What follows belongs to an exercise in optimizing a design on an open flow for small area and a short achievable clock period; a production flow would make more cautious choices.
Only simulation tests tie the RTL to the original design; equivalence was not proved.

[config.mk]
export PLATFORM = sky130hd
export DESIGN_NAME = mac
export DESIGN_NICKNAME = mac
export VERILOG_FILES = /design/flow/design.v
export SDC_FILE = /design/flow/constraint.sdc
export NUM_CORES = 4
export LEC_CHECK = 0
export ABC_AREA = 1
export CAP_MARGIN = 20
export CORE_MARGIN = 2
export CORE_UTILIZATION = 60
export CTS_BUF_LIST = sky130_fd_sc_hd__clkbuf_4 sky130_fd_sc_hd__clkbuf_8
export SETUP_SLACK_MARGIN = 5
export SLEW_MARGIN = 20
export SYNTH_HIERARCHICAL = 1
[constraint.sdc]
create_clock -name core_clock -period 12.0 [get_ports {clk}]
set_input_delay 2.4000 -clock core_clock [delete_from_list [all_inputs] [get_ports {clk}]]
set_output_delay 2.4000 -clock core_clock [all_outputs]
set_load 0.01 [all_outputs]
[design.v]
module fullreg #(  parameter N = 16 )(
    input [N-1:0] d,
    output reg [N-1:0] q,
    input clk,
    input en,
    input clr,  
    input rst   
    );
always @(posedge clk,posedge rst) begin
    if(rst)
        q=0;
    else    
    if(en==1)begin
        if(clr)
            q=0;
        else
            q=d;
    end
end
endmodule
`timescale 1ns / 1ps
module adder
   #(parameter integer N=16)
   (
    input  [N-1:0] x1,
    input  [N-1:0] x2,
    output  [N-1:0] y
    );
    assign y=$unsigned(x1)+$unsigned(x2);
endmodule
module fa_cell(input a, input b, input c, output s, output co);
  assign s = a ^ b ^ c;
  assign co = (a & b) | (a & c) | (b & c);
endmodule
module ha_cell(input a, input b, output s, output co);
  assign s = a ^ b;
  assign co = a & b;
endmodule
`timescale 1ns / 1ps
module mult
   #(parameter integer N=9)
   (
    input  [N-1:0] x1,
    input  [N-1:0] x2,
    output  [2*N-1:0] y
    );
    assign y=$signed(x1)*$signed(x2);
endmodule
module mac(
    input [15:0] x1,
    input [15:0] x2,
    input clk,
    input rst,
    input en,
    output [39:0] y
    );
reg [39:0] S;
reg [31:0] C;
wire s1;
wire c2;
wire s3;
wire c4;
wire s5;
wire c6;
wire s7;
wire c8;
wire s9;
wire c10;
wire s11;
wire c12;
wire s13;
wire c14;
wire s15;
wire c16;
wire s17;
wire c18;
wire s19;
wire c20;
wire s21;
wire c22;
wire s23;
wire c24;
wire s25;
wire c26;
wire s27;
wire c28;
wire s29;
wire c30;
wire s31;
wire c32;
wire s33;
wire c34;
wire s35;
wire c36;
wire s37;
wire c38;
wire s39;
wire c40;
wire s41;
wire c42;
wire s43;
wire c44;
wire s45;
wire c46;
wire s47;
wire c48;
wire s49;
wire c50;
wire s51;
wire c52;
wire s53;
wire c54;
wire s55;
wire c56;
wire s57;
wire c58;
wire s59;
wire c60;
wire s61;
wire c62;
wire s63;
wire c64;
wire s65;
wire c66;
wire s67;
wire c68;
wire s69;
wire c70;
wire s71;
wire c72;
wire s73;
wire c74;
wire s75;
wire c76;
wire s77;
wire c78;
wire s79;
wire c80;
wire s81;
wire c82;
wire s83;
wire c84;
wire s85;
wire c86;
wire s87;
wire c88;
wire s89;
wire c90;
wire s91;
wire c92;
wire s93;
wire c94;
wire s95;
wire c96;
wire s97;
wire c98;
wire s99;
wire c100;
wire s101;
wire c102;
wire s103;
wire c104;
wire s105;
wire c106;
wire s107;
wire c108;
wire s109;
wire c110;
wire s111;
wire c112;
wire s113;
wire c114;
wire s115;
wire c116;
wire s117;
wire c118;
wire s119;
wire c120;
wire s121;
wire c122;
wire s123;
wire c124;
wire s125;
wire c126;
wire s127;
wire c128;
wire s129;
wire c130;
wire s131;
wire c132;
wire s133;
wire c134;
wire s135;
wire c136;
wire s137;
wire c138;
wire s139;
wire c140;
wire s141;
wire c142;
wire s143;
wire c144;
wire s145;
wire c146;
wire s147;
wire c148;
wire s149;
wire c150;
wire s151;
wire c152;
wire s153;
wire c154;
wire s155;
wire c156;
wire s157;
wire c158;
wire s159;
wire c160;
wire s161;
wire c162;
wire s163;
wire c164;
wire s165;
wire c166;
wire s167;
wire c168;
wire s169;
wire c170;
wire s171;
wire c172;
wire s173;
wire c174;
wire s175;
wire c176;
wire s177;
wire c178;
wire s179;
wire c180;
wire s181;
wire c182;
wire s183;
wire c184;
wire s185;
wire c186;
wire s187;
wire c188;
wire s189;
wire c190;
wire s191;
wire c192;
wire s193;
wire c194;
wire s195;
wire c196;
wire s197;
wire c198;
wire s199;
wire c200;
wire s201;
wire c202;
wire s203;
wire c204;
wire s205;
wire c206;
wire s207;
wire c208;
wire s209;
wire c210;
wire s211;
wire c212;
wire s213;
wire c214;
wire s215;
wire c216;
wire s217;
wire c218;
wire s219;
wire c220;
wire s221;
wire c222;
wire s223;
wire c224;
wire s225;
wire c226;
wire s227;
wire c228;
wire s229;
wire c230;
wire s231;
wire c232;
wire s233;
wire c234;
wire s235;
wire c236;
wire s237;
wire c238;
wire s239;
wire c240;
wire s241;
wire c242;
wire s243;
wire c244;
wire s245;
wire c246;
wire s247;
wire c248;
wire s249;
wire c250;
wire s251;
wire c252;
wire s253;
wire c254;
wire s255;
wire c256;
wire s257;
wire c258;
wire s259;
wire c260;
wire s261;
wire c262;
wire s263;
wire c264;
wire s265;
wire c266;
wire s267;
wire c268;
wire s269;
wire c270;
wire s271;
wire c272;
wire s273;
wire c274;
wire s275;
wire c276;
wire s277;
wire c278;
wire s279;
wire c280;
wire s281;
wire c282;
wire s283;
wire c284;
wire s285;
wire c286;
wire s287;
wire c288;
wire s289;
wire c290;
wire s291;
wire c292;
wire s293;
wire c294;
wire s295;
wire c296;
wire s297;
wire c298;
wire s299;
wire c300;
wire s301;
wire c302;
wire s303;
wire c304;
wire one0 = en & (x2[0] ^ 1'b0);
wire two0 = en & ((x2[1] & ~x2[0] & ~1'b0) | (~x2[1] & x2[0] & 1'b0));
wire neg0 = en & x2[1];
wire pp0_0 = ((one0 & x1[0]) | (two0 & 1'b0)) ^ neg0;
wire pp0_1 = ((one0 & x1[1]) | (two0 & x1[0])) ^ neg0;
wire pp0_2 = ((one0 & x1[2]) | (two0 & x1[1])) ^ neg0;
wire pp0_3 = ((one0 & x1[3]) | (two0 & x1[2])) ^ neg0;
wire pp0_4 = ((one0 & x1[4]) | (two0 & x1[3])) ^ neg0;
wire pp0_5 = ((one0 & x1[5]) | (two0 & x1[4])) ^ neg0;
wire pp0_6 = ((one0 & x1[6]) | (two0 & x1[5])) ^ neg0;
wire pp0_7 = ((one0 & x1[7]) | (two0 & x1[6])) ^ neg0;
wire pp0_8 = ((one0 & x1[8]) | (two0 & x1[7])) ^ neg0;
wire pp0_9 = ((one0 & x1[9]) | (two0 & x1[8])) ^ neg0;
wire pp0_10 = ((one0 & x1[10]) | (two0 & x1[9])) ^ neg0;
wire pp0_11 = ((one0 & x1[11]) | (two0 & x1[10])) ^ neg0;
wire pp0_12 = ((one0 & x1[12]) | (two0 & x1[11])) ^ neg0;
wire pp0_13 = ((one0 & x1[13]) | (two0 & x1[12])) ^ neg0;
wire pp0_14 = ((one0 & x1[14]) | (two0 & x1[13])) ^ neg0;
wire pp0_15 = ((one0 & x1[15]) | (two0 & x1[14])) ^ neg0;
wire pp0_16 = ~(((one0 & x1[15]) | (two0 & x1[15])) ^ neg0);
wire one1 = en & (x2[2] ^ x2[1]);
wire two1 = en & ((x2[3] & ~x2[2] & ~x2[1]) | (~x2[3] & x2[2] & x2[1]));
wire neg1 = en & x2[3];
wire pp1_0 = ((one1 & x1[0]) | (two1 & 1'b0)) ^ neg1;
wire pp1_1 = ((one1 & x1[1]) | (two1 & x1[0])) ^ neg1;
wire pp1_2 = ((one1 & x1[2]) | (two1 & x1[1])) ^ neg1;
wire pp1_3 = ((one1 & x1[3]) | (two1 & x1[2])) ^ neg1;
wire pp1_4 = ((one1 & x1[4]) | (two1 & x1[3])) ^ neg1;
wire pp1_5 = ((one1 & x1[5]) | (two1 & x1[4])) ^ neg1;
wire pp1_6 = ((one1 & x1[6]) | (two1 & x1[5])) ^ neg1;
wire pp1_7 = ((one1 & x1[7]) | (two1 & x1[6])) ^ neg1;
wire pp1_8 = ((one1 & x1[8]) | (two1 & x1[7])) ^ neg1;
wire pp1_9 = ((one1 & x1[9]) | (two1 & x1[8])) ^ neg1;
wire pp1_10 = ((one1 & x1[10]) | (two1 & x1[9])) ^ neg1;
wire pp1_11 = ((one1 & x1[11]) | (two1 & x1[10])) ^ neg1;
wire pp1_12 = ((one1 & x1[12]) | (two1 & x1[11])) ^ neg1;
wire pp1_13 = ((one1 & x1[13]) | (two1 & x1[12])) ^ neg1;
wire pp1_14 = ((one1 & x1[14]) | (two1 & x1[13])) ^ neg1;
wire pp1_15 = ((one1 & x1[15]) | (two1 & x1[14])) ^ neg1;
wire pp1_16 = ~(((one1 & x1[15]) | (two1 & x1[15])) ^ neg1);
wire one2 = en & (x2[4] ^ x2[3]);
wire two2 = en & ((x2[5] & ~x2[4] & ~x2[3]) | (~x2[5] & x2[4] & x2[3]));
wire neg2 = en & x2[5];
wire pp2_0 = ((one2 & x1[0]) | (two2 & 1'b0)) ^ neg2;
wire pp2_1 = ((one2 & x1[1]) | (two2 & x1[0])) ^ neg2;
wire pp2_2 = ((one2 & x1[2]) | (two2 & x1[1])) ^ neg2;
wire pp2_3 = ((one2 & x1[3]) | (two2 & x1[2])) ^ neg2;
wire pp2_4 = ((one2 & x1[4]) | (two2 & x1[3])) ^ neg2;
wire pp2_5 = ((one2 & x1[5]) | (two2 & x1[4])) ^ neg2;
wire pp2_6 = ((one2 & x1[6]) | (two2 & x1[5])) ^ neg2;
wire pp2_7 = ((one2 & x1[7]) | (two2 & x1[6])) ^ neg2;
wire pp2_8 = ((one2 & x1[8]) | (two2 & x1[7])) ^ neg2;
wire pp2_9 = ((one2 & x1[9]) | (two2 & x1[8])) ^ neg2;
wire pp2_10 = ((one2 & x1[10]) | (two2 & x1[9])) ^ neg2;
wire pp2_11 = ((one2 & x1[11]) | (two2 & x1[10])) ^ neg2;
wire pp2_12 = ((one2 & x1[12]) | (two2 & x1[11])) ^ neg2;
wire pp2_13 = ((one2 & x1[13]) | (two2 & x1[12])) ^ neg2;
wire pp2_14 = ((one2 & x1[14]) | (two2 & x1[13])) ^ neg2;
wire pp2_15 = ((one2 & x1[15]) | (two2 & x1[14])) ^ neg2;
wire pp2_16 = ~(((one2 & x1[15]) | (two2 & x1[15])) ^ neg2);
wire one3 = en & (x2[6] ^ x2[5]);
wire two3 = en & ((x2[7] & ~x2[6] & ~x2[5]) | (~x2[7] & x2[6] & x2[5]));
wire neg3 = en & x2[7];
wire pp3_0 = ((one3 & x1[0]) | (two3 & 1'b0)) ^ neg3;
wire pp3_1 = ((one3 & x1[1]) | (two3 & x1[0])) ^ neg3;
wire pp3_2 = ((one3 & x1[2]) | (two3 & x1[1])) ^ neg3;
wire pp3_3 = ((one3 & x1[3]) | (two3 & x1[2])) ^ neg3;
wire pp3_4 = ((one3 & x1[4]) | (two3 & x1[3])) ^ neg3;
wire pp3_5 = ((one3 & x1[5]) | (two3 & x1[4])) ^ neg3;
wire pp3_6 = ((one3 & x1[6]) | (two3 & x1[5])) ^ neg3;
wire pp3_7 = ((one3 & x1[7]) | (two3 & x1[6])) ^ neg3;
wire pp3_8 = ((one3 & x1[8]) | (two3 & x1[7])) ^ neg3;
wire pp3_9 = ((one3 & x1[9]) | (two3 & x1[8])) ^ neg3;
wire pp3_10 = ((one3 & x1[10]) | (two3 & x1[9])) ^ neg3;
wire pp3_11 = ((one3 & x1[11]) | (two3 & x1[10])) ^ neg3;
wire pp3_12 = ((one3 & x1[12]) | (two3 & x1[11])) ^ neg3;
wire pp3_13 = ((one3 & x1[13]) | (two3 & x1[12])) ^ neg3;
wire pp3_14 = ((one3 & x1[14]) | (two3 & x1[13])) ^ neg3;
wire pp3_15 = ((one3 & x1[15]) | (two3 & x1[14])) ^ neg3;
wire pp3_16 = ~(((one3 & x1[15]) | (two3 & x1[15])) ^ neg3);
wire one4 = en & (x2[8] ^ x2[7]);
wire two4 = en & ((x2[9] & ~x2[8] & ~x2[7]) | (~x2[9] & x2[8] & x2[7]));
wire neg4 = en & x2[9];
wire pp4_0 = ((one4 & x1[0]) | (two4 & 1'b0)) ^ neg4;
wire pp4_1 = ((one4 & x1[1]) | (two4 & x1[0])) ^ neg4;
wire pp4_2 = ((one4 & x1[2]) | (two4 & x1[1])) ^ neg4;
wire pp4_3 = ((one4 & x1[3]) | (two4 & x1[2])) ^ neg4;
wire pp4_4 = ((one4 & x1[4]) | (two4 & x1[3])) ^ neg4;
wire pp4_5 = ((one4 & x1[5]) | (two4 & x1[4])) ^ neg4;
wire pp4_6 = ((one4 & x1[6]) | (two4 & x1[5])) ^ neg4;
wire pp4_7 = ((one4 & x1[7]) | (two4 & x1[6])) ^ neg4;
wire pp4_8 = ((one4 & x1[8]) | (two4 & x1[7])) ^ neg4;
wire pp4_9 = ((one4 & x1[9]) | (two4 & x1[8])) ^ neg4;
wire pp4_10 = ((one4 & x1[10]) | (two4 & x1[9])) ^ neg4;
wire pp4_11 = ((one4 & x1[11]) | (two4 & x1[10])) ^ neg4;
wire pp4_12 = ((one4 & x1[12]) | (two4 & x1[11])) ^ neg4;
wire pp4_13 = ((one4 & x1[13]) | (two4 & x1[12])) ^ neg4;
wire pp4_14 = ((one4 & x1[14]) | (two4 & x1[13])) ^ neg4;
wire pp4_15 = ((one4 & x1[15]) | (two4 & x1[14])) ^ neg4;
wire pp4_16 = ~(((one4 & x1[15]) | (two4 & x1[15])) ^ neg4);
wire one5 = en & (x2[10] ^ x2[9]);
wire two5 = en & ((x2[11] & ~x2[10] & ~x2[9]) | (~x2[11] & x2[10] & x2[9]));
wire neg5 = en & x2[11];
wire pp5_0 = ((one5 & x1[0]) | (two5 & 1'b0)) ^ neg5;
wire pp5_1 = ((one5 & x1[1]) | (two5 & x1[0])) ^ neg5;
wire pp5_2 = ((one5 & x1[2]) | (two5 & x1[1])) ^ neg5;
wire pp5_3 = ((one5 & x1[3]) | (two5 & x1[2])) ^ neg5;
wire pp5_4 = ((one5 & x1[4]) | (two5 & x1[3])) ^ neg5;
wire pp5_5 = ((one5 & x1[5]) | (two5 & x1[4])) ^ neg5;
wire pp5_6 = ((one5 & x1[6]) | (two5 & x1[5])) ^ neg5;
wire pp5_7 = ((one5 & x1[7]) | (two5 & x1[6])) ^ neg5;
wire pp5_8 = ((one5 & x1[8]) | (two5 & x1[7])) ^ neg5;
wire pp5_9 = ((one5 & x1[9]) | (two5 & x1[8])) ^ neg5;
wire pp5_10 = ((one5 & x1[10]) | (two5 & x1[9])) ^ neg5;
wire pp5_11 = ((one5 & x1[11]) | (two5 & x1[10])) ^ neg5;
wire pp5_12 = ((one5 & x1[12]) | (two5 & x1[11])) ^ neg5;
wire pp5_13 = ((one5 & x1[13]) | (two5 & x1[12])) ^ neg5;
wire pp5_14 = ((one5 & x1[14]) | (two5 & x1[13])) ^ neg5;
wire pp5_15 = ((one5 & x1[15]) | (two5 & x1[14])) ^ neg5;
wire pp5_16 = ~(((one5 & x1[15]) | (two5 & x1[15])) ^ neg5);
wire one6 = en & (x2[12] ^ x2[11]);
wire two6 = en & ((x2[13] & ~x2[12] & ~x2[11]) | (~x2[13] & x2[12] & x2[11]));
wire neg6 = en & x2[13];
wire pp6_0 = ((one6 & x1[0]) | (two6 & 1'b0)) ^ neg6;
wire pp6_1 = ((one6 & x1[1]) | (two6 & x1[0])) ^ neg6;
wire pp6_2 = ((one6 & x1[2]) | (two6 & x1[1])) ^ neg6;
wire pp6_3 = ((one6 & x1[3]) | (two6 & x1[2])) ^ neg6;
wire pp6_4 = ((one6 & x1[4]) | (two6 & x1[3])) ^ neg6;
wire pp6_5 = ((one6 & x1[5]) | (two6 & x1[4])) ^ neg6;
wire pp6_6 = ((one6 & x1[6]) | (two6 & x1[5])) ^ neg6;
wire pp6_7 = ((one6 & x1[7]) | (two6 & x1[6])) ^ neg6;
wire pp6_8 = ((one6 & x1[8]) | (two6 & x1[7])) ^ neg6;
wire pp6_9 = ((one6 & x1[9]) | (two6 & x1[8])) ^ neg6;
wire pp6_10 = ((one6 & x1[10]) | (two6 & x1[9])) ^ neg6;
wire pp6_11 = ((one6 & x1[11]) | (two6 & x1[10])) ^ neg6;
wire pp6_12 = ((one6 & x1[12]) | (two6 & x1[11])) ^ neg6;
wire pp6_13 = ((one6 & x1[13]) | (two6 & x1[12])) ^ neg6;
wire pp6_14 = ((one6 & x1[14]) | (two6 & x1[13])) ^ neg6;
wire pp6_15 = ((one6 & x1[15]) | (two6 & x1[14])) ^ neg6;
wire pp6_16 = ~(((one6 & x1[15]) | (two6 & x1[15])) ^ neg6);
wire one7 = en & (x2[14] ^ x2[13]);
wire two7 = en & ((x2[15] & ~x2[14] & ~x2[13]) | (~x2[15] & x2[14] & x2[13]));
wire neg7 = en & x2[15];
wire pp7_0 = ((one7 & x1[0]) | (two7 & 1'b0)) ^ neg7;
wire pp7_1 = ((one7 & x1[1]) | (two7 & x1[0])) ^ neg7;
wire pp7_2 = ((one7 & x1[2]) | (two7 & x1[1])) ^ neg7;
wire pp7_3 = ((one7 & x1[3]) | (two7 & x1[2])) ^ neg7;
wire pp7_4 = ((one7 & x1[4]) | (two7 & x1[3])) ^ neg7;
wire pp7_5 = ((one7 & x1[5]) | (two7 & x1[4])) ^ neg7;
wire pp7_6 = ((one7 & x1[6]) | (two7 & x1[5])) ^ neg7;
wire pp7_7 = ((one7 & x1[7]) | (two7 & x1[6])) ^ neg7;
wire pp7_8 = ((one7 & x1[8]) | (two7 & x1[7])) ^ neg7;
wire pp7_9 = ((one7 & x1[9]) | (two7 & x1[8])) ^ neg7;
wire pp7_10 = ((one7 & x1[10]) | (two7 & x1[9])) ^ neg7;
wire pp7_11 = ((one7 & x1[11]) | (two7 & x1[10])) ^ neg7;
wire pp7_12 = ((one7 & x1[12]) | (two7 & x1[11])) ^ neg7;
wire pp7_13 = ((one7 & x1[13]) | (two7 & x1[12])) ^ neg7;
wire pp7_14 = ((one7 & x1[14]) | (two7 & x1[13])) ^ neg7;
wire pp7_15 = ((one7 & x1[15]) | (two7 & x1[14])) ^ neg7;
wire pp7_16 = ~(((one7 & x1[15]) | (two7 & x1[15])) ^ neg7);
ha_cell hs1 (.a(y[14]), .b(neg7), .s(s1), .co(c2));
ha_cell hs3 (.a(y[15]), .b(pp0_15), .s(s3), .co(c4));
assign s5 = ~(y[16] ^ pp0_16);
assign c6 = y[16] | pp0_16;
assign s7 = ~y[17];
assign c8 = y[17];
ha_cell hs9 (.a(y[8]), .b(neg4), .s(s9), .co(c10));
ha_cell hs11 (.a(y[9]), .b(pp0_9), .s(s11), .co(c12));
fa_cell fs13 (.a(y[10]), .b(neg5), .c(pp0_10), .s(s13), .co(c14));
ha_cell hs15 (.a(pp1_8), .b(pp2_6), .s(s15), .co(c16));
fa_cell fs17 (.a(y[11]), .b(pp0_11), .c(pp1_9), .s(s17), .co(c18));
ha_cell hs19 (.a(pp2_7), .b(pp3_5), .s(s19), .co(c20));
fa_cell fs21 (.a(y[12]), .b(neg6), .c(pp0_12), .s(s21), .co(c22));
fa_cell fs23 (.a(pp1_10), .b(pp2_8), .c(pp3_6), .s(s23), .co(c24));
ha_cell hs25 (.a(pp4_4), .b(pp5_2), .s(s25), .co(c26));
fa_cell fs27 (.a(y[13]), .b(pp0_13), .c(pp1_11), .s(s27), .co(c28));
fa_cell fs29 (.a(pp2_9), .b(pp3_7), .c(pp4_5), .s(s29), .co(c30));
ha_cell hs31 (.a(pp5_3), .b(pp6_1), .s(s31), .co(c32));
fa_cell fs33 (.a(s1), .b(pp0_14), .c(pp1_12), .s(s33), .co(c34));
fa_cell fs35 (.a(pp2_10), .b(pp3_8), .c(pp4_6), .s(s35), .co(c36));
fa_cell fs37 (.a(pp5_4), .b(pp6_2), .c(pp7_0), .s(s37), .co(c38));
fa_cell fs39 (.a(c2), .b(pp1_13), .c(pp2_11), .s(s39), .co(c40));
fa_cell fs41 (.a(pp3_9), .b(pp4_7), .c(pp5_5), .s(s41), .co(c42));
fa_cell fs43 (.a(pp6_3), .b(pp7_1), .c(s3), .s(s43), .co(c44));
fa_cell fs45 (.a(pp1_14), .b(pp2_12), .c(pp3_10), .s(s45), .co(c46));
fa_cell fs47 (.a(pp4_8), .b(pp5_6), .c(pp6_4), .s(s47), .co(c48));
fa_cell fs49 (.a(pp7_2), .b(c4), .c(s5), .s(s49), .co(c50));
fa_cell fs51 (.a(s7), .b(pp1_15), .c(pp2_13), .s(s51), .co(c52));
fa_cell fs53 (.a(pp3_11), .b(pp4_9), .c(pp5_7), .s(s53), .co(c54));
fa_cell fs55 (.a(pp6_5), .b(pp7_3), .c(c6), .s(s55), .co(c56));
fa_cell fs57 (.a(y[18]), .b(c8), .c(pp1_16), .s(s57), .co(c58));
fa_cell fs59 (.a(pp2_14), .b(pp3_12), .c(pp4_10), .s(s59), .co(c60));
fa_cell fs61 (.a(pp5_8), .b(pp6_6), .c(pp7_4), .s(s61), .co(c62));
assign s63 = ~(y[19] ^ pp2_15);
assign c64 = y[19] | pp2_15;
fa_cell fs65 (.a(pp3_13), .b(pp4_11), .c(pp5_9), .s(s65), .co(c66));
ha_cell hs67 (.a(pp6_7), .b(pp7_5), .s(s67), .co(c68));
fa_cell fs69 (.a(y[20]), .b(pp2_16), .c(pp3_14), .s(s69), .co(c70));
fa_cell fs71 (.a(pp4_12), .b(pp5_10), .c(pp6_8), .s(s71), .co(c72));
assign s73 = ~(y[21] ^ pp3_15);
assign c74 = y[21] | pp3_15;
ha_cell hs75 (.a(pp4_13), .b(pp5_11), .s(s75), .co(c76));
fa_cell fs77 (.a(y[22]), .b(pp3_16), .c(pp4_14), .s(s77), .co(c78));
assign s79 = ~y[23];
assign c80 = y[23];
ha_cell hs81 (.a(y[4]), .b(neg2), .s(s81), .co(c82));
ha_cell hs83 (.a(y[5]), .b(pp0_5), .s(s83), .co(c84));
fa_cell fs85 (.a(y[6]), .b(neg3), .c(pp0_6), .s(s85), .co(c86));
ha_cell hs87 (.a(pp1_4), .b(pp2_2), .s(s87), .co(c88));
fa_cell fs89 (.a(y[7]), .b(pp0_7), .c(pp1_5), .s(s89), .co(c90));
ha_cell hs91 (.a(pp2_3), .b(pp3_1), .s(s91), .co(c92));
fa_cell fs93 (.a(s9), .b(pp0_8), .c(pp1_6), .s(s93), .co(c94));
fa_cell fs95 (.a(pp2_4), .b(pp3_2), .c(pp4_0), .s(s95), .co(c96));
fa_cell fs97 (.a(c10), .b(pp1_7), .c(pp2_5), .s(s97), .co(c98));
fa_cell fs99 (.a(pp3_3), .b(pp4_1), .c(s11), .s(s99), .co(c100));
fa_cell fs101 (.a(pp3_4), .b(pp4_2), .c(pp5_0), .s(s101), .co(c102));
fa_cell fs103 (.a(c12), .b(s15), .c(s13), .s(s103), .co(c104));
fa_cell fs105 (.a(pp4_3), .b(pp5_1), .c(c16), .s(s105), .co(c106));
fa_cell fs107 (.a(s19), .b(c14), .c(s17), .s(s107), .co(c108));
fa_cell fs109 (.a(pp6_0), .b(c20), .c(s25), .s(s109), .co(c110));
fa_cell fs111 (.a(c18), .b(s21), .c(s23), .s(s111), .co(c112));
fa_cell fs113 (.a(c26), .b(s31), .c(c22), .s(s113), .co(c114));
fa_cell fs115 (.a(c24), .b(s27), .c(s29), .s(s115), .co(c116));
fa_cell fs117 (.a(c32), .b(c28), .c(c30), .s(s117), .co(c118));
fa_cell fs119 (.a(s33), .b(s35), .c(s37), .s(s119), .co(c120));
fa_cell fs121 (.a(c34), .b(c36), .c(c38), .s(s121), .co(c122));
fa_cell fs123 (.a(s39), .b(s41), .c(s43), .s(s123), .co(c124));
fa_cell fs125 (.a(c40), .b(c42), .c(s45), .s(s125), .co(c126));
fa_cell fs127 (.a(s47), .b(c44), .c(s49), .s(s127), .co(c128));
fa_cell fs129 (.a(c46), .b(c48), .c(s51), .s(s129), .co(c130));
fa_cell fs131 (.a(s53), .b(c50), .c(s55), .s(s131), .co(c132));
fa_cell fs133 (.a(c52), .b(c54), .c(s57), .s(s133), .co(c134));
fa_cell fs135 (.a(s59), .b(s61), .c(c56), .s(s135), .co(c136));
fa_cell fs137 (.a(s67), .b(c58), .c(c60), .s(s137), .co(c138));
fa_cell fs139 (.a(c62), .b(s63), .c(s65), .s(s139), .co(c140));
fa_cell fs141 (.a(pp7_6), .b(c68), .c(c64), .s(s141), .co(c142));
fa_cell fs143 (.a(c66), .b(s69), .c(s71), .s(s143), .co(c144));
fa_cell fs145 (.a(pp6_9), .b(pp7_7), .c(s75), .s(s145), .co(c146));
fa_cell fs147 (.a(c70), .b(c72), .c(s73), .s(s147), .co(c148));
fa_cell fs149 (.a(pp5_12), .b(pp6_10), .c(pp7_8), .s(s149), .co(c150));
fa_cell fs151 (.a(c76), .b(c74), .c(s77), .s(s151), .co(c152));
fa_cell fs153 (.a(s79), .b(pp4_15), .c(pp5_13), .s(s153), .co(c154));
fa_cell fs155 (.a(pp6_11), .b(pp7_9), .c(c78), .s(s155), .co(c156));
fa_cell fs157 (.a(y[24]), .b(c80), .c(pp4_16), .s(s157), .co(c158));
fa_cell fs159 (.a(pp5_14), .b(pp6_12), .c(pp7_10), .s(s159), .co(c160));
assign s161 = ~(y[25] ^ pp5_15);
assign c162 = y[25] | pp5_15;
ha_cell hs163 (.a(pp6_13), .b(pp7_11), .s(s163), .co(c164));
fa_cell fs165 (.a(y[26]), .b(pp5_16), .c(pp6_14), .s(s165), .co(c166));
assign s167 = ~y[27];
assign c168 = y[27];
ha_cell hs169 (.a(y[2]), .b(neg1), .s(s169), .co(c170));
ha_cell hs171 (.a(y[3]), .b(pp0_3), .s(s171), .co(c172));
fa_cell fs173 (.a(s81), .b(pp0_4), .c(pp1_2), .s(s173), .co(c174));
fa_cell fs175 (.a(c82), .b(pp1_3), .c(pp2_1), .s(s175), .co(c176));
fa_cell fs177 (.a(pp3_0), .b(c84), .c(s87), .s(s177), .co(c178));
fa_cell fs179 (.a(c88), .b(s91), .c(c86), .s(s179), .co(c180));
fa_cell fs181 (.a(c92), .b(c90), .c(s93), .s(s181), .co(c182));
fa_cell fs183 (.a(c94), .b(c96), .c(s97), .s(s183), .co(c184));
fa_cell fs185 (.a(c98), .b(s101), .c(c100), .s(s185), .co(c186));
fa_cell fs187 (.a(c102), .b(s105), .c(c104), .s(s187), .co(c188));
fa_cell fs189 (.a(c106), .b(s109), .c(c108), .s(s189), .co(c190));
fa_cell fs191 (.a(c110), .b(c112), .c(s113), .s(s191), .co(c192));
fa_cell fs193 (.a(c114), .b(c116), .c(s117), .s(s193), .co(c194));
fa_cell fs195 (.a(c118), .b(c120), .c(s121), .s(s195), .co(c196));
fa_cell fs197 (.a(c122), .b(s125), .c(c124), .s(s197), .co(c198));
fa_cell fs199 (.a(c126), .b(s129), .c(c128), .s(s199), .co(c200));
fa_cell fs201 (.a(c130), .b(s133), .c(c132), .s(s201), .co(c202));
fa_cell fs203 (.a(c134), .b(s137), .c(s139), .s(s203), .co(c204));
fa_cell fs205 (.a(c138), .b(c140), .c(s141), .s(s205), .co(c206));
fa_cell fs207 (.a(s145), .b(c142), .c(c144), .s(s207), .co(c208));
fa_cell fs209 (.a(s149), .b(c146), .c(c148), .s(s209), .co(c210));
fa_cell fs211 (.a(c150), .b(s153), .c(c152), .s(s211), .co(c212));
fa_cell fs213 (.a(c154), .b(s157), .c(s159), .s(s213), .co(c214));
fa_cell fs215 (.a(s163), .b(c158), .c(c160), .s(s215), .co(c216));
fa_cell fs217 (.a(pp7_12), .b(c164), .c(c162), .s(s217), .co(c218));
fa_cell fs219 (.a(s167), .b(pp6_15), .c(pp7_13), .s(s219), .co(c220));
fa_cell fs221 (.a(y[28]), .b(c168), .c(pp6_16), .s(s221), .co(c222));
assign s223 = ~y[29];
assign c224 = y[29];
ha_cell hs225 (.a(y[0]), .b(neg0), .s(s225), .co(c226));
ha_cell hs227 (.a(y[1]), .b(pp0_1), .s(s227), .co(c228));
fa_cell fs229 (.a(s169), .b(pp0_2), .c(pp1_0), .s(s229), .co(c230));
fa_cell fs231 (.a(c170), .b(pp1_1), .c(s171), .s(s231), .co(c232));
fa_cell fs233 (.a(pp2_0), .b(c172), .c(s173), .s(s233), .co(c234));
fa_cell fs235 (.a(s83), .b(c174), .c(s175), .s(s235), .co(c236));
fa_cell fs237 (.a(c176), .b(s85), .c(s177), .s(s237), .co(c238));
fa_cell fs239 (.a(s89), .b(c178), .c(s179), .s(s239), .co(c240));
fa_cell fs241 (.a(s95), .b(c180), .c(s181), .s(s241), .co(c242));
fa_cell fs243 (.a(s99), .b(c182), .c(s183), .s(s243), .co(c244));
fa_cell fs245 (.a(c184), .b(s103), .c(s185), .s(s245), .co(c246));
fa_cell fs247 (.a(s107), .b(c186), .c(s187), .s(s247), .co(c248));
fa_cell fs249 (.a(s111), .b(c188), .c(s189), .s(s249), .co(c250));
fa_cell fs251 (.a(s115), .b(c190), .c(s191), .s(s251), .co(c252));
fa_cell fs253 (.a(s119), .b(c192), .c(s193), .s(s253), .co(c254));
fa_cell fs255 (.a(s123), .b(c194), .c(s195), .s(s255), .co(c256));
fa_cell fs257 (.a(c196), .b(s127), .c(s197), .s(s257), .co(c258));
fa_cell fs259 (.a(s131), .b(c198), .c(s199), .s(s259), .co(c260));
fa_cell fs261 (.a(s135), .b(c200), .c(s201), .s(s261), .co(c262));
fa_cell fs263 (.a(c136), .b(s203), .c(c202), .s(s263), .co(c264));
fa_cell fs265 (.a(s143), .b(c204), .c(s205), .s(s265), .co(c266));
fa_cell fs267 (.a(s147), .b(c206), .c(s207), .s(s267), .co(c268));
fa_cell fs269 (.a(s151), .b(c208), .c(s209), .s(s269), .co(c270));
fa_cell fs271 (.a(s155), .b(c210), .c(s211), .s(s271), .co(c272));
fa_cell fs273 (.a(c156), .b(s213), .c(c212), .s(s273), .co(c274));
fa_cell fs275 (.a(s161), .b(c214), .c(s215), .s(s275), .co(c276));
fa_cell fs277 (.a(s165), .b(c216), .c(s217), .s(s277), .co(c278));
fa_cell fs279 (.a(c166), .b(s219), .c(c218), .s(s279), .co(c280));
fa_cell fs281 (.a(pp7_14), .b(c220), .c(s221), .s(s281), .co(c282));
fa_cell fs283 (.a(s223), .b(pp7_15), .c(c222), .s(s283), .co(c284));
fa_cell fs285 (.a(y[30]), .b(c224), .c(pp7_16), .s(s285), .co(c286));
assign s287 = ~y[31];
assign c288 = y[31];
assign s289 = ~y[32];
assign c290 = y[32];
assign s291 = ~y[33];
assign c292 = y[33];
assign s293 = ~y[34];
assign c294 = y[34];
assign s295 = ~y[35];
assign c296 = y[35];
assign s297 = ~y[36];
assign c298 = y[36];
assign s299 = ~y[37];
assign c300 = y[37];
assign s301 = ~y[38];
assign c302 = y[38];
assign s303 = ~y[39];
assign c304 = y[39];
wire [7:0] hs = {c302, c300, c298, c296, c294, c292, c290, c288} + {s303, s301, s299, s297, s295, s293, s291, s289};
wire [39:0] Sn = {hs[7], hs[6], hs[5], hs[4], hs[3], hs[2], hs[1], hs[0], c286, c284, c282, c280, c278, c276, c274, c272, c270, c268, c266, c264, c262, c260, c258, c256, c254, c252, c250, c248, c246, c244, c242, c240, c238, c236, c234, c232, c230, c228, c226, pp0_0};
wire [31:0] Cn = {s287, s285, s283, s281, s279, s277, s275, s273, s271, s269, s267, s265, s263, s261, s259, s257, s255, s253, s251, s249, s247, s245, s243, s241, s239, s237, s235, s233, s231, s229, s227, s225};
always @(posedge clk or posedge rst)
  if (rst) begin
    S <= 40'd0;
    C <= 32'd0;
  end else begin
    S <= Sn;
    C <= Cn;
  end
wire [39:0] ya = S[39:0], yb = {8'd0, C};
wire [39:0] p0 = ya ^ yb, g0 = ya & yb;
wire bg0_1 = g0[1] | (p0[1] & g0[0]);
wire bp0_1 = p0[1] & p0[0];
wire bg0_3 = g0[3] | (p0[3] & g0[2]);
wire bp0_3 = p0[3] & p0[2];
wire bg0_5 = g0[5] | (p0[5] & g0[4]);
wire bp0_5 = p0[5] & p0[4];
wire bg0_7 = g0[7] | (p0[7] & g0[6]);
wire bp0_7 = p0[7] & p0[6];
wire bg0_9 = g0[9] | (p0[9] & g0[8]);
wire bp0_9 = p0[9] & p0[8];
wire bg0_11 = g0[11] | (p0[11] & g0[10]);
wire bp0_11 = p0[11] & p0[10];
wire bg0_13 = g0[13] | (p0[13] & g0[12]);
wire bp0_13 = p0[13] & p0[12];
wire bg0_15 = g0[15] | (p0[15] & g0[14]);
wire bp0_15 = p0[15] & p0[14];
wire bg0_17 = g0[17] | (p0[17] & g0[16]);
wire bp0_17 = p0[17] & p0[16];
wire bg0_19 = g0[19] | (p0[19] & g0[18]);
wire bp0_19 = p0[19] & p0[18];
wire bg0_21 = g0[21] | (p0[21] & g0[20]);
wire bp0_21 = p0[21] & p0[20];
wire bg0_23 = g0[23] | (p0[23] & g0[22]);
wire bp0_23 = p0[23] & p0[22];
wire bg0_25 = g0[25] | (p0[25] & g0[24]);
wire bp0_25 = p0[25] & p0[24];
wire bg0_27 = g0[27] | (p0[27] & g0[26]);
wire bp0_27 = p0[27] & p0[26];
wire bg0_29 = g0[29] | (p0[29] & g0[28]);
wire bp0_29 = p0[29] & p0[28];
wire bg0_31 = g0[31] | (p0[31] & g0[30]);
wire bp0_31 = p0[31] & p0[30];
wire bg0_33 = g0[33] | (p0[33] & g0[32]);
wire bp0_33 = p0[33] & p0[32];
wire bg0_35 = g0[35] | (p0[35] & g0[34]);
wire bp0_35 = p0[35] & p0[34];
wire bg0_37 = g0[37] | (p0[37] & g0[36]);
wire bp0_37 = p0[37] & p0[36];
wire bg0_39 = g0[39] | (p0[39] & g0[38]);
wire bp0_39 = p0[39] & p0[38];
wire bg1_3 = bg0_3 | (bp0_3 & bg0_1);
wire bp1_3 = bp0_3 & bp0_1;
wire bg1_7 = bg0_7 | (bp0_7 & bg0_5);
wire bp1_7 = bp0_7 & bp0_5;
wire bg1_11 = bg0_11 | (bp0_11 & bg0_9);
wire bp1_11 = bp0_11 & bp0_9;
wire bg1_15 = bg0_15 | (bp0_15 & bg0_13);
wire bp1_15 = bp0_15 & bp0_13;
wire bg1_19 = bg0_19 | (bp0_19 & bg0_17);
wire bp1_19 = bp0_19 & bp0_17;
wire bg1_23 = bg0_23 | (bp0_23 & bg0_21);
wire bp1_23 = bp0_23 & bp0_21;
wire bg1_27 = bg0_27 | (bp0_27 & bg0_25);
wire bp1_27 = bp0_27 & bp0_25;
wire bg1_31 = bg0_31 | (bp0_31 & bg0_29);
wire bp1_31 = bp0_31 & bp0_29;
wire bg1_35 = bg0_35 | (bp0_35 & bg0_33);
wire bp1_35 = bp0_35 & bp0_33;
wire bg1_39 = bg0_39 | (bp0_39 & bg0_37);
wire bp1_39 = bp0_39 & bp0_37;
wire bg2_7 = bg1_7 | (bp1_7 & bg1_3);
wire bp2_7 = bp1_7 & bp1_3;
wire bg2_15 = bg1_15 | (bp1_15 & bg1_11);
wire bp2_15 = bp1_15 & bp1_11;
wire bg2_23 = bg1_23 | (bp1_23 & bg1_19);
wire bp2_23 = bp1_23 & bp1_19;
wire bg2_31 = bg1_31 | (bp1_31 & bg1_27);
wire bp2_31 = bp1_31 & bp1_27;
wire bg2_39 = bg1_39 | (bp1_39 & bg1_35);
wire bp2_39 = bp1_39 & bp1_35;
wire bg3_15 = bg2_15 | (bp2_15 & bg2_7);
wire bp3_15 = bp2_15 & bp2_7;
wire bg3_31 = bg2_31 | (bp2_31 & bg2_23);
wire bp3_31 = bp2_31 & bp2_23;
wire bg4_31 = bg3_31 | (bp3_31 & bg3_15);
wire bp4_31 = bp3_31 & bp3_15;
wire bg8_23 = bg2_23 | (bp2_23 & bg3_15);
wire bp8_23 = bp2_23 & bp3_15;
wire bg8_39 = bg2_39 | (bp2_39 & bg4_31);
wire bp8_39 = bp2_39 & bp4_31;
wire bg9_11 = bg1_11 | (bp1_11 & bg2_7);
wire bp9_11 = bp1_11 & bp2_7;
wire bg9_19 = bg1_19 | (bp1_19 & bg3_15);
wire bp9_19 = bp1_19 & bp3_15;
wire bg9_27 = bg1_27 | (bp1_27 & bg8_23);
wire bp9_27 = bp1_27 & bp8_23;
wire bg9_35 = bg1_35 | (bp1_35 & bg4_31);
wire bp9_35 = bp1_35 & bp4_31;
wire bg10_5 = bg0_5 | (bp0_5 & bg1_3);
wire bp10_5 = bp0_5 & bp1_3;
wire bg10_9 = bg0_9 | (bp0_9 & bg2_7);
wire bp10_9 = bp0_9 & bp2_7;
wire bg10_13 = bg0_13 | (bp0_13 & bg9_11);
wire bp10_13 = bp0_13 & bp9_11;
wire bg10_17 = bg0_17 | (bp0_17 & bg3_15);
wire bp10_17 = bp0_17 & bp3_15;
wire bg10_21 = bg0_21 | (bp0_21 & bg9_19);
wire bp10_21 = bp0_21 & bp9_19;
wire bg10_25 = bg0_25 | (bp0_25 & bg8_23);
wire bp10_25 = bp0_25 & bp8_23;
wire bg10_29 = bg0_29 | (bp0_29 & bg9_27);
wire bp10_29 = bp0_29 & bp9_27;
wire bg10_33 = bg0_33 | (bp0_33 & bg4_31);
wire bp10_33 = bp0_33 & bp4_31;
wire bg10_37 = bg0_37 | (bp0_37 & bg9_35);
wire bp10_37 = bp0_37 & bp9_35;
wire bg11_2 = g0[2] | (p0[2] & bg0_1);
wire bp11_2 = p0[2] & bp0_1;
wire bg11_4 = g0[4] | (p0[4] & bg1_3);
wire bp11_4 = p0[4] & bp1_3;
wire bg11_6 = g0[6] | (p0[6] & bg10_5);
wire bp11_6 = p0[6] & bp10_5;
wire bg11_8 = g0[8] | (p0[8] & bg2_7);
wire bp11_8 = p0[8] & bp2_7;
wire bg11_10 = g0[10] | (p0[10] & bg10_9);
wire bp11_10 = p0[10] & bp10_9;
wire bg11_12 = g0[12] | (p0[12] & bg9_11);
wire bp11_12 = p0[12] & bp9_11;
wire bg11_14 = g0[14] | (p0[14] & bg10_13);
wire bp11_14 = p0[14] & bp10_13;
wire bg11_16 = g0[16] | (p0[16] & bg3_15);
wire bp11_16 = p0[16] & bp3_15;
wire bg11_18 = g0[18] | (p0[18] & bg10_17);
wire bp11_18 = p0[18] & bp10_17;
wire bg11_20 = g0[20] | (p0[20] & bg9_19);
wire bp11_20 = p0[20] & bp9_19;
wire bg11_22 = g0[22] | (p0[22] & bg10_21);
wire bp11_22 = p0[22] & bp10_21;
wire bg11_24 = g0[24] | (p0[24] & bg8_23);
wire bp11_24 = p0[24] & bp8_23;
wire bg11_26 = g0[26] | (p0[26] & bg10_25);
wire bp11_26 = p0[26] & bp10_25;
wire bg11_28 = g0[28] | (p0[28] & bg9_27);
wire bp11_28 = p0[28] & bp9_27;
wire bg11_30 = g0[30] | (p0[30] & bg10_29);
wire bp11_30 = p0[30] & bp10_29;
wire bg11_32 = g0[32] | (p0[32] & bg4_31);
wire bp11_32 = p0[32] & bp4_31;
wire bg11_34 = g0[34] | (p0[34] & bg10_33);
wire bp11_34 = p0[34] & bp10_33;
wire bg11_36 = g0[36] | (p0[36] & bg9_35);
wire bp11_36 = p0[36] & bp9_35;
wire bg11_38 = g0[38] | (p0[38] & bg10_37);
wire bp11_38 = p0[38] & bp10_37;
wire [39:0] cy = {bg11_38, bg10_37, bg11_36, bg9_35, bg11_34, bg10_33, bg11_32, bg4_31, bg11_30, bg10_29, bg11_28, bg9_27, bg11_26, bg10_25, bg11_24, bg8_23, bg11_22, bg10_21, bg11_20, bg9_19, bg11_18, bg10_17, bg11_16, bg3_15, bg11_14, bg10_13, bg11_12, bg9_11, bg11_10, bg10_9, bg11_8, bg2_7, bg11_6, bg10_5, bg11_4, bg1_3, bg11_2, bg0_1, g0[0], 1'b0};
assign y[39:0] = p0 ^ cy;
endmodule
[flow/run.sh]
#!/bin/bash
# The standard layout (standard.sh: ORFS synthesis to final layout) with a
# few extra ORFS settings; the clock, constraints and synthesis script are
# unchanged. Settings come from flow/params.sh:
#   MARGIN      setup slack that repair_timing aims for (ns)
#   PORTBUF     cell used to buffer every input and output port
#   EXTRA       further ORFS make variables
set -u
. flow/params.sh
bash standard.sh SETUP_SLACK_MARGIN=$MARGIN "BUFFER_PORTS_ARGS=-buffer_cell $PORTBUF" $EXTRA finish > standard.log 2>&1
[flow/params.sh]
MARGIN=6.5
PORTBUF=sky130_fd_sc_hd__buf_2
EXTRA="ABC_LOAD_IN_FF=2"
[standard.sh]
#!/bin/bash
# synth_recipe.tcl (not shown) runs the flow's synth.tcl, then flattens the netlist and writes it again
# the make line also repeats each setting of config.mk as NAME=value (left out here)
make -C /OpenROAD-flow-scripts/flow DESIGN_CONFIG=/design/flow/config.mk WORK_HOME=/design/flow/orfs CLKGATE_MAP_FILE= SYNTH_SCRIPT=/design/flow/synth_recipe.tcl "${@:-finish}"
==> results of run 1 <==
==> Yosys stat by module (local to each module, per instance) <==
module   flops+latches  times used  cell area (sq um)
fa_cell              0         116               20.0
ha_cell              0          19               12.5
mac                 72           1               6650
==> flip-flops by register name (all words and copies together), names as in the netlist <==
signal  flops
S          40
C          32
==> cells by family after synthesis <==
group / after synthesis / synth area share
AO/OA/AOI/OAI: 165 / 0.118
XOR/XNOR: 161 / 0.153
adder cells (fa/ha/maj): 198 / 0.377
buffers and inverters: 184 / 0.0922
flip-flops: 72 / 0.196
AND/OR/NAND/NOR: 126 / 0.0642
==> cell usage after synthesis, types with 13 or more instances <==
library cell,instances
sky130_fd_sc_hd__buf_4,14
sky130_fd_sc_hd__dfrtp_1,72
sky130_fd_sc_hd__inv_2,19
sky130_fd_sc_hd__xor2_1,145
sky130_fd_sc_hd__clkbuf_1,13
sky130_fd_sc_hd__nor2_1,24
sky130_fd_sc_hd__o22ai_1,108
sky130_fd_sc_hd__nand2_1,78
sky130_fd_sc_hd__a21oi_1,14
sky130_fd_sc_hd__ha_1,65
sky130_fd_sc_hd__xnor2_1,16
sky130_fd_sc_hd__fa_1,133
sky130_fd_sc_hd__inv_1,110
==> final timing paths <==
check	start	end	slack, ps	cells past startpoint
min reg2reg	S[31]	C[31]	660	2
max in group asynchronous	rst	C[5]	9100	3
max	en	C[18]	6590	8
max reg2reg	S[0]	C[15]	7410	17
min in group asynchronous	rst	C[16]	2310	3
min	S[31]	C[31]	660	2
==> timing repair <==
| item | CTS | global route |
|---|---|---|
| resized for setup | 15 | 34 |
| setup endpoints to repair | 18 | 17 |
| pin swaps | 5 | 11 |
| setup buffers | 2 | 11 |
| endpoints found under the hold margin | 0 | 0 |
==> final cells by class <==
type / count / area, sq um
inverter: 130 / 503
sequential: 72 / 1800
timing repair buffer: 88 / 478
tap: 188 / 235
clock buffer: 9 / 124
clock inverter: 6 / 37.5
multi-input combinational: 650 / 6690
fill: 1287 / 5220
==> critical path: stages <==
cell                       delay [ps]
sky130_fd_sc_hd__clkbuf_4         210
sky130_fd_sc_hd__nand2_1          150
sky130_fd_sc_hd__inv_2            430
sky130_fd_sc_hd__xor2_1           450
sky130_fd_sc_hd__fa_1             520
sky130_fd_sc_hd__fa_1             490
sky130_fd_sc_hd__fa_1             570
sky130_fd_sc_hd__fa_1             420
==> per-stage QoR <==
stage                      util  setup WS, ps
after floorplan               -          6670
after global placement    0.627          6090
after detailed placement  0.627          5990
after CTS                 0.642          6460
after global routing      0.654          6470
final                     0.654          6590
==> metal layers <==
metal / share of wire / vias up / global-route usage
met5: 0 / - / 0
met4: 0.017 / 0 / 0.0802
met1: 0.45 / 3363 / 0.423
met2: 0.47 / 251 / 0.460
li1: - / 3043 / -
met3: 0.062 / 29 / 0.0522
==> parameters.txt, run 1 <==
Parameter                              Value

CTS
  Number of sinks driven by the clock tree    72
  Root buffer selected by CTS    sky130_fd_sc_hd__clkbuf_8
  Clock H-tree levels    3
  Number of hold-repair buffers added at the cts stage    0
  Skew-Pair Late Insertion Delay    380 ps
  Maximum root-to-sink buffer count    2
  Number of buffers created by CTS    9
  CTS tree    built
  Clock transition at path regs    80 ps

Yosys
  Share of the synthesized area in the top cell type    0.289
  Average size of a mapped cell    10.2 sq um
  Number of enable flip-flop cells after synthesis    0
  Synth Warn #    7
  Main synth FF type    sky130_fd_sc_hd__dfrtp_1
  Synth area leader    sky130_fd_sc_hd__fa_1
  Share of flip-flops with an asynchronous set or reset after synthesis    1.00
  Nets in the synthesized netlist    1139
  Netlist Area Pre-Place    0.00921 sq mm
  Part of the Yosys area used for sequential elements    0.196
  Synth area leaders    sky130_fd_sc_hd__fa_1 (29%), sky130_fd_sc_hd__dfrtp_1 (20%), sky130_fd_sc_hd__xor2_1 (14%)
  Total of flip-flops plus latches after synthesis    72
  Number of standard cells after synthesis    906
  Number of unique standard cell types used by synthesis    33

Drt
  Sum of routed wire length over all layers    22300 um
  Detailed-router iteration count before antenna repair    4
  Detailed-route via count    6686
  Antenna violation net count after detailed routing    0
  Number of DRC violations after detailed routing    0
  Drt wl/cell    19.5 um
  First DRT Iteration DRCs    533
  Post-DR vias/cell    5.85

GRT
  Number of antenna violations at the first check in global routing    0
  Largest net degree at the start of global routing    73
  Vias in the first global route    7009
  Global router's overall resource usage    0.292
  Wire length of the first global-routing pass    36600 um
  Congestion Overflow GR    0

Finish
  Final layout net count    1184
  Area growth, synth to finish    7.09%
  Final non-filler cell area    0.00987 sq mm
  Most common cell after layout, fill and taps aside    sky130_fd_sc_hd__xor2_1
  Number of antenna diodes    0
  Number of non-filler instances in the completed layout    1143
  Fraction of final layout cells with drive strength greater than 1    0.187
  Most frequent cells in the layout    sky130_fd_sc_hd__xor2_1 (145), sky130_fd_sc_hd__fa_1 (129), sky130_fd_sc_hd__o22ai_1 (108)

STA
  Hold Fails Final Rpt    0
  Final-report max-slew violation count    0
  Final cycle utilization of the critical path    0.451
  Final Hold Slack    660 ps
  Tightest Pin Transition    925 ps
  Worst relative slew slack    0.383
  Fin crit period    5410 ps
  Max Clk Rate    0.185 GHz
  Setup_tns    0 ps
  Clock skew    14.8 ps
  Setup repair after global routing missed its margin    yes
  Number of setup violations in the final report    0

Die
  Chip Width    128 um
  Cell Rows    45
  Effective utilization at floorplan    0.611
  Die Y    128 um
  Die area    0.0164 sq mm
  Placeable Area    0.0151 sq mm
  IO Count    75

Placement
  Number of input and output port buffers inserted    74
  Instance count after placement with tap cells included    1115
  DP Area    0.00947 sq mm
  Post-DP HPWL    17400 um
  Weighted congestion reported at the end of routability-driven placement    0.956

Min path
  Min-Delay Path Class    flip-flop to flip-flop

Run
  Count of max-cap constraint violations    0

Run status
  Outcome  no timing/DRC/antenna violations

Setup path
  Required time of the critical path    12240 ps
  Endpoint type of the worst setup path    flip-flop
  Critical Path Fanout Max    17
  Kind of start point of the critical path    input port
  Worst EP arrival    5660 ps
  CP Class    input port to flip-flop
==> run 2, diff against run 1 <==
==> flow/params.sh (replaced) <==
MARGIN=6.7
PORTBUF=sky130_fd_sc_hd__buf_2
EXTRA="ABC_LOAD_IN_FF=2"
==> run 2 against run 1 <==
Still clean on timing, DRC and antenna. Clock-buffer cell count is 4 higher. Hold slack worse by 13 ps. Synthesized cell count stayed put. Flip-flop and latch count stayed put. Critical path depth is 4 higher. Routed wire length is 4.0% higher.
==> parameters.txt, run 2 <==
Parameter                              Value

Setup path
  Required time of the critical path    12250 ps (was 12240 ps)
  Worst reg2reg path endpoint    C[16] (was C[15])
  Dominant cell type by count on the critical path    sky130_fd_sc_hd__fa_2 (was sky130_fd_sc_hd__fa_1)
  Launching point of the worst reg2reg path    C[7] (was S[0])
  Reg-to-reg slack, setup    7500 ps (was 7410 ps)
  Critical Path Fanout Max    6 (was 17)
  Worst EP arrival    5570 ps (was 5660 ps)
  CP Class    input port to flip-flop (unchanged)
  Cells traversed along the worst timing path    buf_2 -> nand2_1 -> inv_1 -> nor3_4 -> clkinv_4 -> buf_2 -> o22ai_1 -> xor2_1 -> fa_2 -> fa_2 -> fa_2 -> fa_1 (was clkbuf_4 -> nand2_1 -> inv_2 -> xor2_1 -> fa_1 -> fa_1 -> fa_1 -> fa_1)
  Kind of start point of the critical path    input port (unchanged)
  Delay of the slowest cell on the worst path    540 ps (was 570 ps)
  R2R depth    15 (was 17)
  Endpoint type of the worst setup path    flip-flop (unchanged)
  Critical-path top delay cell    sky130_fd_sc_hd__fa_2 (was sky130_fd_sc_hd__fa_1)

Yosys
  Synth area leader    sky130_fd_sc_hd__fa_1 (unchanged)
  Share of the synthesized area in the top cell type    0.289 (unchanged)
  Dominant combinational cell family by area after synthesis    adder cells (unchanged)
  Netlist Area Pre-Place    0.00921 sq mm (unchanged)
  Number of enable flip-flop cells after synthesis    0 (unchanged)
  Part of the Yosys area used for sequential elements    0.196 (unchanged)
  Top cell types by occurrence after synthesis    sky130_fd_sc_hd__xor2_1 (145), sky130_fd_sc_hd__fa_1 (133), sky130_fd_sc_hd__inv_1 (110) (unchanged)
  Most common cell in the netlist    sky130_fd_sc_hd__xor2_1 (unchanged)
  Multiplexer area fraction after synthesis    0 (unchanged)
  Synth Warn #    7 (unchanged)
  Main synth FF type    sky130_fd_sc_hd__dfrtp_1 (unchanged)
  Number of unique standard cell types used by synthesis    33 (unchanged)
  Synth area leaders    sky130_fd_sc_hd__fa_1 (29%), sky130_fd_sc_hd__dfrtp_1 (20%), sky130_fd_sc_hd__xor2_1 (14%) (unchanged)
  Xor/xnor cell area share of the yosys netlist    0.153 (unchanged)
  Post-synthesis compound-gate area fraction    0.118 (unchanged)
  Average size of a mapped cell    10.2 sq um (unchanged)
  Adder-cell share of the synthesized area    0.377 (unchanged)
  Simple-gate share of the synthesized area    0.0642 (unchanged)
  Share of flip-flops with an asynchronous set or reset after synthesis    1.00 (unchanged)
  Number of standard cells after synthesis    906 (unchanged)
  Total of flip-flops plus latches after synthesis    72 (unchanged)
  Nets in the synthesized netlist    1139 (unchanged)

STA
  Max Clk Rate    0.188 GHz (was 0.185 GHz)
  Worst relative slew slack    0.373 (was 0.383)
  Fin crit period    5320 ps (was 5410 ps)
  Number of setup violations in the final report    0 (unchanged)
  Tightest Pin Transition    940 ps (was 925 ps)
  Hold Fails Final Rpt    0 (unchanged)
  Clock skew    17.2 ps (was 14.8 ps)
  Setup_tns    0 ps (unchanged)
  Final Hold Slack    646 ps (was 660 ps)
  Final-report max-slew violation count    0 (unchanged)
  Setup repair after global routing missed its margin    yes (unchanged)
  Final cycle utilization of the critical path    0.443 (was 0.451)

Placement
  Number of input and output port buffers inserted    74 (unchanged)
  Instance count after placement with tap cells included    1115 (unchanged)
  Weighted congestion reported at the end of routability-driven placement    0.940 (was 0.956)
  Post-DP HPWL    17300 um (was 17400 um)

Die
  Cell Rows    45 (unchanged)
  Effective utilization at floorplan    0.611 (unchanged)
  Die area    0.0164 sq mm (unchanged)
  IO Count    75 (unchanged)
  Chip Width    128 um (unchanged)
  Placeable Area    0.0151 sq mm (unchanged)
  Die Y    128 um (unchanged)

Finish
  Register with the most flip-flops    S (unchanged)
  Largest registers in the final layout    S (40), C (32) (unchanged)
  Number of filler instances in the final layout    1173 (was 1287)
  Final layout net count    1224 (was 1184)
  Number of non-filler instances in the completed layout    1183 (was 1143)
  Most common cell after layout, fill and taps aside    sky130_fd_sc_hd__xor2_1 (unchanged)
  Area growth, synth to finish    15.5% (was 7.09%)
  Area taken by multi-input logic gates    0.00705 sq mm (was 0.00669 sq mm)
  Number of antenna diodes    0 (unchanged)
  Number of flip-flops under the largest register name    40 (unchanged)
  Area taken by flip-flops and latches    0.00180 sq mm (unchanged)
  Most frequent cells in the layout    sky130_fd_sc_hd__xor2_1 (134), sky130_fd_sc_hd__fa_1 (120), sky130_fd_sc_hd__inv_1 (100) (was sky130_fd_sc_hd__xor2_1 (145), sky130_fd_sc_hd__fa_1 (129), sky130_fd_sc_hd__o22ai_1 (108))
  Fraction of final layout cells with drive strength greater than 1    0.283 (was 0.187)

Drt
  Detailed-router iteration count before antenna repair    5 (was 4)
  Sum of routed wire length over all layers    23200 um (was 22300 um)
  Drt wl/cell    19.6 um (was 19.5 um)
  Antenna violation net count after detailed routing    0 (unchanged)
  Detailed-route via count    6923 (was 6686)
  First DRT Iteration DRCs    512 (was 533)
  Post-DR vias/cell    5.85 (about the same)
  Number of DRC violations after detailed routing    0 (unchanged)

CTS
  Clock H-tree levels    3 (unchanged)
  Maximum root-to-sink buffer count    2 (unchanged)
  Skew-Pair Late Insertion Delay    380 ps (about the same)
  Clock transition at path regs    80 ps (about the same)
  Root buffer selected by CTS    sky130_fd_sc_hd__clkbuf_8 (unchanged)
  CTS tree    built (unchanged)
  Number of buffers created by CTS    9 (unchanged)
  Number of sinks driven by the clock tree    72 (unchanged)

GRT
  Vias in the first global route    7066 (was 7009)
  Global router's overall resource usage    0.292 (about the same)
  Congestion Overflow GR    0 (unchanged)
  Number of antenna violations at the first check in global routing    0 (unchanged)
  Wire length of the first global-routing pass    36500 um (was 36600 um)
  Largest net degree at the start of global routing    73 (unchanged)

Run status
  Outcome  no timing/DRC/antenna violations (unchanged)

Min path
  Min-Delay Path Class    flip-flop to flip-flop (unchanged)
  Worst hold path startpoint    S[0] (was S[31])
  Hold Crit Endpoint    C[0] (was C[31])
  Hold Crit Depth    2 (unchanged)

Run
  Count of max-cap constraint violations    0 (unchanged)
## run 2: cell families (layout without fill, tap and decap cells)
logic type / Yosys count / after routing
and+or+nand+nor: 126 / 126
xor gates and xnor gates: 161 / 161
AOI/OAI and AO/OA: 165 / 165
adders and majority gates: 198 / 198
DFF: 72 / 72
buffers and inverters: 184 / 273
## run 2: area by class of cell
| class | instances | share of cell area |
|---|---|---|
| clock inverters | 2 | 0.00353 |
| clock buffers | 13 | 0.0162 |
| flip-flops and latches | 72 | 0.169 |
| well taps | 188 | 0.0221 |
| multi-input cells | 650 | 0.663 |
| inverters | 130 | 0.0495 |
| repair inverters | 2 | 0.00118 |
| repair buffers | 126 | 0.0752 |
## run 2: worst max path at each step
stage | startpoint | to | slack, ps | cells after the start
after floorplan | en | C[18] | 6700 | 11
after global placement | en | C[19] | 6130 | 12
after detailed placement | en | C[16] | 5970 | 12
after CTS | S[0] | y[23] | 6590 | 16
after global routing | S[9] | y[31] | 6550 | 17
final | x2[5] | C[13] | 6680 | 12
## run 2: metal layers
layer  up-vias  wire length [um]  global-route usage
li1       3104                 -                   -
met1      3482              9800               0.410
met2       312             11300               0.477
met3        25              1830              0.0551
met4         0               302              0.0666
met5         -                 0                   0
## run 2: per-module statistics from Yosys (local to each module, per instance)
module,area [sq um],times used
ha_cell,12.5,19
mac,6650,1
fa_cell,20.0,116
## run 2: repair_timing
| action | 4_1_cts | 5_1_grt |
|---|---|---|
| cloned | 0 | 2 |
| setup buffers | 10 | 41 |
| hold buffers | 0 | 0 |
| pin swaps | 16 | 37 |
| gates resized for setup | 44 | 88 |
| setup endpoints to repair | 50 | 32 |
## run 2: through the flow
stage	worst slack, ps	util	cell area (sq um)
after floorplan	6700	-	9220
after global placement	6130	0.628	9470
after detailed placement	5970	0.628	9470
after CTS	6590	0.656	9900
after global routing	6550	0.705	10600
final	6680	0.705	10600
## run 2: worst max-delay path, delay by kind of cell
family | cells | cell delay [ps]
adder cells (fa/ha/maj) | 4 | 1800
buffers and inverters | 4 | 510
AND/OR/NAND/NOR | 2 | 340
XOR/XNOR | 1 | 290
AO/OA/AOI/OAI | 1 | 220
==> run 3, diff against run 2 <==
==> flow/params.sh (replaced) <==
MARGIN=6.5
PORTBUF=sky130_fd_sc_hd__buf_2
EXTRA="ABC_LOAD_IN_FF=2"
--- a/config.mk
+++ b/config.mk
@@ -10,3 +10,3 @@
 export CORE_MARGIN = 2
-export CORE_UTILIZATION = 60
+export CORE_UTILIZATION = 75
 export CTS_BUF_LIST = sky130_fd_sc_hd__clkbuf_4 sky130_fd_sc_hd__clkbuf_8
==> run 3 against run 2 <==
First-iteration DRC count is 53% higher. Register-to-register slack lost 200 ps. Flip-flop and latch count unchanged. Die area decreased by 19%. Worst setup slack got worse by 130 ps. Largest cell class unchanged.
==> parameters.txt, run 3 <==
Parameter                              Value

Run status
  Outcome  no timing/DRC/antenna violations (unchanged)

GRT
  Largest net degree at the start of global routing    73 (unchanged)
  Congestion Overflow GR    0 (unchanged)
  Global router's overall resource usage    0.358 (was 0.292)
  Wire length of the first global-routing pass    36000 um (was 36500 um)
  Vias in the first global route    7146 (was 7066)
  Number of antenna violations at the first check in global routing    0 (unchanged)

Finish
  Area growth, synth to finish    7.10% (was 15.5%)
  Most frequent cells in the layout    sky130_fd_sc_hd__xor2_1 (145), sky130_fd_sc_hd__fa_1 (129), sky130_fd_sc_hd__o22ai_1 (107) (was sky130_fd_sc_hd__xor2_1 (134), sky130_fd_sc_hd__fa_1 (120), sky130_fd_sc_hd__inv_1 (100))
  Final layout net count    1186 (was 1224)
  Most common cell after layout, fill and taps aside    sky130_fd_sc_hd__xor2_1 (unchanged)

STA
  Worst relative slew slack    0.386 (was 0.373)
  Hold Fails Final Rpt    0 (unchanged)
  Final cycle utilization of the critical path    0.454 (was 0.443)
  Tightest Pin Transition    921 ps (was 940 ps)

CTS
  Root buffer selected by CTS    sky130_fd_sc_hd__clkbuf_8 (unchanged)
  Maximum root-to-sink buffer count    2 (unchanged)
  Number of buffers created by CTS    9 (unchanged)
  Number of sinks driven by the clock tree    72 (unchanged)
  Clock transition at path regs    80 ps (about the same)
  CTS tree    built (unchanged)
  Number of hold-repair buffers added at the cts stage    0 (unchanged)

Yosys
  Average size of a mapped cell    10.2 sq um (unchanged)
  Most common cell in the netlist    sky130_fd_sc_hd__xor2_1 (unchanged)
  Synth area leader    sky130_fd_sc_hd__fa_1 (unchanged)
  Share of the synthesized area in the top cell type    0.289 (unchanged)
  Top cell types by occurrence after synthesis    sky130_fd_sc_hd__xor2_1 (145), sky130_fd_sc_hd__fa_1 (133), sky130_fd_sc_hd__inv_1 (110) (unchanged)
  Total of flip-flops plus latches after synthesis    72 (unchanged)
  Share of flip-flops with an asynchronous set or reset after synthesis    1.00 (unchanged)
  Part of the Yosys area used for sequential elements    0.196 (unchanged)
  Netlist Area Pre-Place    0.00921 sq mm (unchanged)
  Main synth FF type    sky130_fd_sc_hd__dfrtp_1 (unchanged)
  Nets in the synthesized netlist    1139 (unchanged)

Setup path
  Critical Path Fanout Max    4 (was 6)
  Launching point of the worst reg2reg path    C[7] (unchanged)
  Worst EP arrival    3050 ps (was 5570 ps)

Placement
  Weighted congestion reported at the end of routability-driven placement    0.961 (was 0.940)

Min path
  Worst hold path startpoint    S[0] (unchanged)

Drt
  First DRT Iteration DRCs    781 (was 512)
  Antenna violation net count after detailed routing    0 (unchanged)
  Drt wl/cell    20.4 um (was 19.6 um)
  Sum of routed wire length over all layers    22600 um (was 23200 um)

Die
  Effective utilization at floorplan    0.767 (was 0.611)
  IO Count    75 (unchanged)
  Die Y    115 um (was 128 um)
  Cell Rows    40 (was 45)
  Chip Width    115 um (was 128 um)

Run
  Count of max-cap constraint violations    0 (unchanged)
## run 3: final cells by class
class | count | area [sq um]
inverter | 130 | 498
sequential | 72 | 1800
multi-input combinational | 650 | 6670
clock inverter | 6 | 82.6
clock buffer | 10 | 138
fill | 719 | 2140
timing repair buffer | 90 | 493
tap | 147 | 184
## run 3: cells by family after synthesis
kind of cell	count (synthesis)	synth area share
AOI/OAI and AO/OA	165	0.118
xor gates and xnor gates	161	0.153
adders and majority gates	198	0.377
buffers and inverters	184	0.0922
DFF	72	0.196
and+or+nand+nor	126	0.0642
## run 3: per-layer routing
metal | vias to the layer above | part of all wire | global-route usage
li1 | 3036 | - | -
met1 | 3399 | 0.40 | 0.488
met2 | 434 | 0.47 | 0.571
met3 | 86 | 0.095 | 0.0944
met4 | 0 | 0.031 | 0.110
met5 | - | 0 | 0
## run 3: per-module statistics from Yosys, one instance, submodules excluded
module   cells  copies in the design  cell area, sq um
ha_cell      1                    19              12.5
fa_cell      1                   116              20.0
mac        771                     1              6650
## run 3: critical path, cell delays in order (launching register included)
cell                      delay, ps
sky130_fd_sc_hd__dfrtp_1        370
sky130_fd_sc_hd__ha_2           180
sky130_fd_sc_hd__fa_2           340
sky130_fd_sc_hd__nand2_2         60
sky130_fd_sc_hd__nand2_1         60
sky130_fd_sc_hd__nand3_1        100
sky130_fd_sc_hd__nand2_2        120
sky130_fd_sc_hd__nand2_2        110
sky130_fd_sc_hd__nand2_4         90
sky130_fd_sc_hd__inv_2           80
sky130_fd_sc_hd__nor2_1          50
sky130_fd_sc_hd__nor2_2         170
sky130_fd_sc_hd__o21ai_2         90
sky130_fd_sc_hd__fa_2           370
sky130_fd_sc_hd__xnor2_2        240
sky130_fd_sc_hd__inv_2           70
sky130_fd_sc_hd__buf_2          140
## run 3: repair_timing
item,in CTS,in global routing
endpoints found under the setup margin,17,22
cloned,0,0
pin swaps,5,11
gates resized for setup,12,30
setup buffers,5,10
## run 3: stage by stage
stage	cells	area [sq um]	util	setup WS [ps]
final	1105	9870	0.822	6550
after global routing	1105	9870	0.822	6400
after CTS	1095	9720	0.809	6460
after detailed placement	1074	9410	0.784	6030
after global placement	1074	9410	0.784	6130
after floorplan	906	9210	-	6670
## run 3: worst paths after layout
kind / end / cells past startpoint
max in group asynchronous: C[24] / 3
worst min register to register: C[0] / 2
worst min-delay path: C[0] / 2
worst max-delay path: y[23] / 16
worst max register to register: C[16] / 16
min in group asynchronous: C[15] / 3

static timing again, ports no longer ideal:
In the flow no input, the clock included, has a driving cell. The finished layouts below were timed again as built, in two steps.
Step 1 assumes that a clkbuf_16 drives the clock port and a buf_2 every other input.
Step 2 adds t to the input delays and takes it off the output delays; t is the mean of the earliest and latest rising clock arrival at the registers after step 1. Input paths then give back, and output paths get back, about the clock's delay inside the block.
Three values: ideal, step 1, step 2; two values: the first two.
run | t, ns | setup slack, ns | worst setup path after step 2 | latest minus earliest clock arrival (ns)
run 1 | 0.408 | 6.586 / 6.570 / 6.192 | input to register | 0.015 / 0.014
run 2 | 0.410 | 6.684 / 6.662 / 6.293 | input to register | 0.017 / 0.018
run 3 | 0.425 | 6.550 / 6.511 / 6.177 | input to register | 0.016 / 0.016
After both steps every run listed still meets setup and hold. The setup slack of run 1, which loses most, moves by -0.016 ns with the drivers and by -0.394 ns with both steps.
